Context: an optimization exercise on an open-source flow, tuned for small area. The choices shown serve that exercise and are no tape-out recipe. At most, simulation tests tie the RTL to the original design; equivalence was not proved. The clock port is modelled as an ideal driver, which makes a skipped or thinned clock tree look cheaper than it is; a real chip needs a root buffer or a tree.

==> 05-23 <==
Design uart_top, start of the top module:
module uart_top (
    input  wire        clk_50MHz,
    input  wire        reset,     
    input  wire        rx,
    output wire        tx,
    output wire [7:0]  lat_deg,
    output wire [12:0] lat_min,
    output wire [7:0]  lon_deg,
    output wire [12:0] lon_min,
    output wire        valid_fix
);
    wire       tick, phase_reset, rx_done_tick;
    wire [7:0] rx_data_out;
    wire       tx_busy, tx_done_tick;
    reg  [7:0] pending_buffer;
    reg        pending_flag;
    reg        tx_start_d;
    baud_rate_generator BAUD_GEN (
        .clk_50MHz(clk_50MHz), .reset_n(reset), .phase_reset(phase_reset), .tick(tick));
    uart_receiver UART_RX (
        .clk_50MHz(clk_50MHz), .reset_n(reset), .rx(rx), .sample_tick(tick),
        .data_ready(rx_done_tick), .data_out(rx_data_out), .phase_reset(phase_reset));
    always @(posedge clk_50MHz or negedge reset) begin
        if (!reset) begin
            pending_flag <= 1'b0;
            tx_start_d   <= 1'b0;
        end else begin
            tx_start_d <= (rx_done_tick & ~tx_busy) | (tx_done_tick & pending_flag);
            if (rx_done_tick & tx_busy) pending_flag <= 1'b1;
            else if (tx_done_tick)      pending_flag <= 1'b0;
        end
    end
    always @(posedge clk_50MHz)
        if (rx_done_tick) pending_buffer <= rx_data_out;
    uart_transmitter UART_TX (
        .clk_50MHz(clk_50MHz), .reset_n(reset), .sample_tick(tick), .tx_start(tx_start_d),
        .data_in(pending_buffer), .tx(tx), .tx_busy(tx_busy), .tx_done_tick(tx_done_tick));
    nmea_parser PARSER (
        .clk(clk_50MHz), .rst_n(reset), .rx_data(rx_data_out), .rx_valid(rx_done_tick),
        .lat_deg(lat_deg), .lat_min(lat_min), .lon_deg(lon_deg), .lon_min(lon_min),
        .valid_fix(valid_fix));
endmodule
clock: 20.0 ns
lec_check: 0
cap_margin: 20
core_margin: 2
core_utilization: 40
slew_margin: 20
run.sh (not shown) runs the stock make flow with config.mk's settings and CLKGATE_MAP_FILE= SYNTH_SCRIPT=/design/flow/synth_recipe.tcl, a recipe that flattens the netlist after the stock synthesis.
==> 04-17 (differences from 05-23) <==
--- a/flow/design.v
+++ b/flow/design.v
@@ -108,13 +108,13 @@
     input  wire [7:0]  rx_data,
     input  wire        rx_valid,
     output wire [7:0]  lat_deg,
     output wire [12:0] lat_min,
     output wire [7:0]  lon_deg,
     output wire [12:0] lon_min,
-    output reg         valid_fix
+    output wire        valid_fix
 );
     localparam [3:0] READ_LAT = 4'd9, READ_LON = 4'd11, SKIP_EW = 4'd12, DONE = 4'd13;
     reg [3:0] st;
     reg [7:0] expect_ch;
     always @* begin
         case (st)
@@ -271,20 +271,22 @@
             o_ld <= t_ld;
             o_lm <= t_lm;
             o_od <= t_od;
             o_om <= t_om;
         end
     end
+    reg no_fix;    
     always @(posedge clk or negedge rst_n) begin
-        if (!rst_n)           valid_fix <= 1'b0;
-        else if (st == DONE)  valid_fix <= 1'b1;
+        if (!rst_n)           no_fix <= 1'b1;
+        else if (st == DONE)  no_fix <= 1'b0;
     end
-    assign lat_deg = ~o_ld & {8{valid_fix}};
-    assign lat_min = ~o_lm & {13{valid_fix}};
-    assign lon_deg = ~o_od & {8{valid_fix}};
-    assign lon_min = ~o_om & {13{valid_fix}};
+    assign valid_fix = ~no_fix;
+    assign lat_deg = ~(o_ld | {8{no_fix}});
+    assign lat_min = ~(o_lm | {13{no_fix}});
+    assign lon_deg = ~(o_od | {8{no_fix}});
+    assign lon_min = ~(o_om | {13{no_fix}});
 endmodule
 `timescale 1ns/1ps
 module uart_top (
     input  wire        clk_50MHz,
     input  wire        reset,     
     input  wire        rx,
==> flow/flow/run.sh (new file) <==
#!/bin/bash
export BUFFER_PORTS_ARGS="-inputs -outputs -buffer_cell sky130_fd_sc_hd__buf_1"
export CTS_ARGS="-sink_clustering_enable -repair_clock_nets -dont_use_dummy_load -sink_clustering_size 22 -sink_clustering_max_diameter 100 -buf_list sky130_fd_sc_hd__clkbuf_16 -sink_buffer_max_cap_derate 1.0"
bash standard.sh > standard.log 2>&1
==> flow/standard.sh (new file) <==
#!/bin/bash
# synth_recipe.tcl (not shown) runs the flow's synth.tcl, then flattens the netlist and writes it again
# the make line also repeats each setting of config.mk as NAME=value (left out here)
make -C /OpenROAD-flow-scripts/flow DESIGN_CONFIG=/design/flow/config.mk WORK_HOME=/design/flow/orfs CLKGATE_MAP_FILE= SYNTH_SCRIPT=/design/flow/synth_recipe.tcl "${@:-finish}"
==> flow/config.mk (replaced) <==
export PLATFORM = sky130hd
export DESIGN_NAME = uart_top
export DESIGN_NICKNAME = uart_top
export VERILOG_FILES = /design/flow/design.v
export SDC_FILE = /design/flow/constraint.sdc
export NUM_CORES = 4
export LEC_CHECK = 0
export ABC_AREA = 1
export CAP_MARGIN = 20
export CORE_MARGIN = 2
export CORE_UTILIZATION = 80
export SLEW_MARGIN = 20
removed: flow/run.sh
==> 01-11 (differences from 05-23) <==
==> flow/config.mk (replaced) <==
export PLATFORM = sky130hd
export DESIGN_NAME = uart_top
export DESIGN_NICKNAME = uart_top
export VERILOG_FILES = /design/flow/design.v
export SDC_FILE = /design/flow/constraint.sdc
export NUM_CORES = 4
export LEC_CHECK = 0
export ABC_AREA = 1
export CAP_MARGIN = 20
export CORE_MARGIN = 2
export CORE_UTILIZATION = 70
export CTS_BUF_LIST = sky130_fd_sc_hd__clkbuf_4
export SLEW_MARGIN = 20
==> 10-19 (differences from 05-23) <==
--- a/flow/design.v
+++ b/flow/design.v
@@ -108,13 +108,13 @@
     input  wire [7:0]  rx_data,
     input  wire        rx_valid,
     output wire [7:0]  lat_deg,
     output wire [12:0] lat_min,
     output wire [7:0]  lon_deg,
     output wire [12:0] lon_min,
-    output reg         valid_fix
+    output wire        valid_fix
 );
     localparam [3:0] READ_LAT = 4'd9, READ_LON = 4'd11, SKIP_EW = 4'd12, DONE = 4'd13;
     reg [3:0] st;
     reg [7:0] expect_ch;
     always @* begin
         case (st)
@@ -171,13 +171,13 @@
             end
         end
     endfunction
     wire [4:0] now_slot = slot_of(st[1], cnt[2:0]);
     wire [4:0] pnd_slot = slot_of(fld, cnt[2:0]);
     wire       chr      = rx_valid & ~is_comma;
-    wire       req      = rd & chr & (cnt[7:3] == 5'd0) & now_slot[4];
+    wire       req      = rst_n & rd & chr & (cnt[7:3] == 5'd0) & now_slot[4];
     wire [3:0] tgt = ew ? cnt[3:0] : pnd_slot[3:0];
     wire       hit = (sl == tgt) & (j == 3'd0);
     wire       ins = pend & hit;
     reg        act, h;    
     wire [3:0] k     = cnt[3:0];
     wire [1:0] grp   = (k <= 4'd1) ? 2'd0 : (k <= 4'd5) ? 2'd1 : (k <= 4'd8) ? 2'd2 : 2'd3;
@@ -271,20 +271,22 @@
             o_ld <= t_ld;
             o_lm <= t_lm;
             o_od <= t_od;
             o_om <= t_om;
         end
     end
+    reg no_fix;    
     always @(posedge clk or negedge rst_n) begin
-        if (!rst_n)           valid_fix <= 1'b0;
-        else if (st == DONE)  valid_fix <= 1'b1;
+        if (!rst_n)           no_fix <= 1'b1;
+        else if (st == DONE)  no_fix <= 1'b0;
     end
-    assign lat_deg = ~o_ld & {8{valid_fix}};
-    assign lat_min = ~o_lm & {13{valid_fix}};
-    assign lon_deg = ~o_od & {8{valid_fix}};
-    assign lon_min = ~o_om & {13{valid_fix}};
+    assign valid_fix = ~no_fix;
+    assign lat_deg = ~(o_ld | {8{no_fix}});
+    assign lat_min = ~(o_lm | {13{no_fix}});
+    assign lon_deg = ~(o_od | {8{no_fix}});
+    assign lon_min = ~(o_om | {13{no_fix}});
 endmodule
 `timescale 1ns/1ps
 module uart_top (
     input  wire        clk_50MHz,
     input  wire        reset,     
     input  wire        rx,
==> flow/flow/run.sh (new file) <==
#!/bin/bash
# Standard layout (bash standard.sh) with two changes, passed to ORFS as
# environment variables:
#  - ports are buffered with buf_1 instead of the default clkdlybuf4s50_1;
#  - the clock tree is built by flow/manual_cts.tcl (one root clkbuf_16
#    feeding one clkbuf_16 per k-means cluster of flip-flops) instead of
#    TritonCTS; the rest of the CTS step (legalisation, timing repair) is the
#    standard one.
# The full output of the flow is in standard.log.
export BUFFER_PORTS_ARGS="-inputs -outputs -buffer_cell sky130_fd_sc_hd__buf_1"
export PRE_CTS_TCL="$(pwd)/flow/manual_cts.tcl"
export POST_RESIZE_TCL="$(pwd)/flow/recover.tcl"
bash standard.sh > standard.log 2>&1
==> flow/flow/manual_cts.tcl (new file) <==
# Replaces TritonCTS with a two-level clock tree: the clock port drives one
# root buffer, which drives one leaf buffer per cluster of flip-flops
# (k-means on the placed flip-flop positions). Sourced as PRE_CTS_TCL: it
# redefines clock_tree_synthesis, which cts.tcl calls next.
proc clock_tree_synthesis { args } {
  set nclu   12
  set leafm  sky130_fd_sc_hd__clkbuf_16
  set rootm  sky130_fd_sc_hd__clkbuf_16
  set db     [ord::get_db]
  set block  [ord::get_db_block]
  set clknet [$block findNet clk_50MHz]
  set sinks  {}
  foreach it [$clknet getITerms] {
    set bb [[$it getInst] getBBox]
    lappend sinks [list $it [expr {([$bb xMin] + [$bb xMax]) / 2.0}] [expr {([$bb yMin] + [$bb yMax]) / 2.0}]]
  }
  set n [llength $sinks]
  puts "manual CTS: $n sinks, $nclu clusters, leaf $leafm, root $rootm"
  # k-means, seeded along a space-filling order of the sinks
  set sorted [lsort -real -index 1 $sinks]
  set cx {}; set cy {}
  for {set c 0} {$c < $nclu} {incr c} {
    set s [lindex $sorted [expr {int(($c + 0.5) * $n / $nclu)}]]
    lappend cx [lindex $s 1]; lappend cy [lindex $s 2]
  }
  for {set iter 0} {$iter < 30} {incr iter} {
    set sx [lrepeat $nclu 0.0]; set sy [lrepeat $nclu 0.0]; set cnt [lrepeat $nclu 0]
    set assign {}
    foreach s $sinks {
      set best 0; set bd 1e30
      for {set c 0} {$c < $nclu} {incr c} {
        set dx [expr {[lindex $s 1] - [lindex $cx $c]}]
        set dy [expr {[lindex $s 2] - [lindex $cy $c]}]
        set d [expr {abs($dx) + abs($dy)}]
        if {$d < $bd} { set bd $d; set best $c }
      }
      lappend assign $best
      lset sx $best [expr {[lindex $sx $best] + [lindex $s 1]}]
      lset sy $best [expr {[lindex $sy $best] + [lindex $s 2]}]
      lset cnt $best [expr {[lindex $cnt $best] + 1}]
    }
    for {set c 0} {$c < $nclu} {incr c} {
      if {[lindex $cnt $c] > 0} {
        lset cx $c [expr {[lindex $sx $c] / [lindex $cnt $c]}]
        lset cy $c [expr {[lindex $sy $c] / [lindex $cnt $c]}]
      }
    }
  }
  puts "manual CTS: cluster sizes $cnt"
  set leafmaster [$db findMaster $leafm]
  set rootmaster [$db findMaster $rootm]
  # root buffer at the centre of the clusters
  set rx 0.0; set ry 0.0; set used 0
  for {set c 0} {$c < $nclu} {incr c} {
    if {[lindex $cnt $c] > 0} { set rx [expr {$rx + [lindex $cx $c]}]; set ry [expr {$ry + [lindex $cy $c]}]; incr used }
  }
  set rx [expr {int($rx / $used)}]; set ry [expr {int($ry / $used)}]
  set root [odb::dbInst_create $block $rootmaster "mcts_root"]
  $root setLocation $rx $ry
  $root setPlacementStatus PLACED
  set rootnet [odb::dbNet_create $block "mcts_root_net"]
  $rootnet setSigType CLOCK
  [$root findITerm A] connect $clknet
  [$root findITerm X] connect $rootnet
  set leaves {}
  for {set c 0} {$c < $nclu} {incr c} {
    if {[lindex $cnt $c] == 0} { lappend leaves {}; continue }
    set leaf [odb::dbInst_create $block $leafmaster "mcts_leaf_$c"]
    $leaf setLocation [expr {int([lindex $cx $c])}] [expr {int([lindex $cy $c])}]
    $leaf setPlacementStatus PLACED
    set lnet [odb::dbNet_create $block "mcts_leaf_net_$c"]
    $lnet setSigType CLOCK
    [$leaf findITerm A] connect $rootnet
    [$leaf findITerm X] connect $lnet
    lappend leaves $lnet
  }
  set i 0
  foreach s $sinks {
    set it [lindex $s 0]
    set c [lindex $assign $i]
    $it disconnect
    $it connect [lindex $leaves $c]
    incr i
  }
  set_propagated_clock [all_clocks]
  puts "manual CTS: done"
}
==> flow/flow/recover.tcl (new file) <==
# Downsize cells where timing allows (the clock period leaves ample slack),
# then fix any slew or capacitance violation this causes.
estimate_parasitics -placement
repair_timing -recover_power 100
repair_design
==> flow/standard.sh (new file) <==
#!/bin/bash
# synth_recipe.tcl (not shown) runs the flow's synth.tcl, then flattens the netlist and writes it again
# the make line also repeats each setting of config.mk as NAME=value (left out here)
make -C /OpenROAD-flow-scripts/flow DESIGN_CONFIG=/design/flow/config.mk WORK_HOME=/design/flow/orfs CLKGATE_MAP_FILE= SYNTH_SCRIPT=/design/flow/synth_recipe.tcl "${@:-finish}"
==> flow/config.mk (replaced) <==
export PLATFORM = sky130hd
export DESIGN_NAME = uart_top
export DESIGN_NICKNAME = uart_top
export VERILOG_FILES = /design/flow/design.v
export SDC_FILE = /design/flow/constraint.sdc
export NUM_CORES = 4
export LEC_CHECK = 0
export ABC_AREA = 1
export CAP_MARGIN = 20
export CORE_MARGIN = 2
export CORE_UTILIZATION = 80
export SLEW_MARGIN = 20
removed: flow/run.sh
==> results.json <==
{
  "outcome": "finished clean",
  "synth_compound_area_frac": 0.05732,
  "min_period_over_period": 0.2876,
  "min_to": "PARSER.ring[25]",
  "layout-drive-gt1-share": 0.06452,
  "hold-worst-slack_ps": 323.8,
  "synth_top_cells_by_area": "edfxtp_1, dfxtp_1, nand2_1, nor2_1, inv_1",
  "critical_path.top_delay_family": "flip-flops",
  "first_iter_violations": 817,
  "dp_cells": 932,
  "clock_power_mw": 0.267,
  "nNetsFinal": 833
}
Source of the figures above: 10-19

==> results.json <==
{
  "first_iter_violations": 958,
  "antenna_found_initial": 0,
  "hold-worst-slack_ps": 281.5,
  "r2r-start": "PARSER.cnt[0]",
  "nNetsFinal": 850,
  "layout-drive-gt1-share": 0.07776,
  "min_to": "PARSER.ring[69]",
  "outcome": "finished clean",
  "synth_top_cells_by_area": "edfxtp_1, dfxtp_1, nand2_1, nor2_1, inv_1",
  "synthFlopType": "dfxtp_1",
  "critical_path.top_delay_family": "flip-flops",
  "track_usage": 0.3222
}
Source of the figures above: 04-17

==> results.json <==
{
  "synth_top_cells_by_area": "edfxtp_1, dfxtp_1, nor2b_1, ha_1, nor2_1",
  "min_period_over_period": 0.3153,
  "critical_path.top_delay_family": "flip-flops",
  "clock_power_mw": 0.465,
  "hold-worst-slack_ps": 318.7,
  "outcome": "finished clean",
  "synth_compound_area_frac": 0.05793,
  "nNetsFinal": 744
}
Source of the figures above: 05-23

==> results.json <==
{
  "critical_path.top_delay_family": "buffers and inverters",
  "fill_cells": 705,
  "synth_compound_area_frac": 0.05796,
  "outcome": "finished clean",
  "first_iter_violations": 273,
  "clock_power_mw": 0.440,
  "layout-drive-gt1-share": 0.1619,
  "dp_cells": 965,
  "synth_top_cells_by_area": "edfxtp_1, dfxtp_1, nand2_1, nor2_1, inv_1",
  "hold-worst-slack_ps": 316.5,
  "min_period_over_period": 0.3107
}
Source of the figures above: 01-11

Function not checked in 04-17: the RTL went through the layout flow alone. The clock cells of 10-19 come from the design's own scripts or RTL, not from TritonCTS.

## port drivers added, routing unchanged
The flow's constraints put no driver on any port. The routed layouts listed below were extracted and timed again, unchanged, in two steps.
Step 1 assumes that a clkbuf_16 drives the clock port and a buf_2 every other input.
Step 2, shift: input delay + t, output delay - t, t = (earliest + latest rising clock arrival at the registers) / 2. This alone moves slack from input paths to output paths.
Three values: ideal, step 1, step 2; two values: the first two.
run | t (ns) | setup slack, ns | hold WS [ns] | clock arrival spread, ns | worst register clock-pin slew, ns
05-23 | 0.558 | 13.694 / 13.649 / 14.207 | 0.319 / 0.319 / 0.319 | 0.008 / 0.009 | 0.07 / 0.07
04-17 | 0.510 | 14.052 / 14.010 / 14.517 | 0.281 / 0.281 / 0.281 | 0.052 / 0.052 | 0.10 / 0.10
01-11 | 0.692 | 13.786 / 13.751 / 14.312 | 0.317 / 0.317 / 0.317 | 0.026 / 0.026 | 0.08 / 0.08
10-19 | 0.451 | 14.248 / 14.204 / 14.158 | 0.324 / 0.324 / 0.324 | 0.027 / 0.027 | 0.10 / 0.10
After both steps setup and hold are still met in every run listed. For 10-19, which loses most, drivers alone change the setup slack by -0.044 ns; drivers and shift together by -0.090 ns.
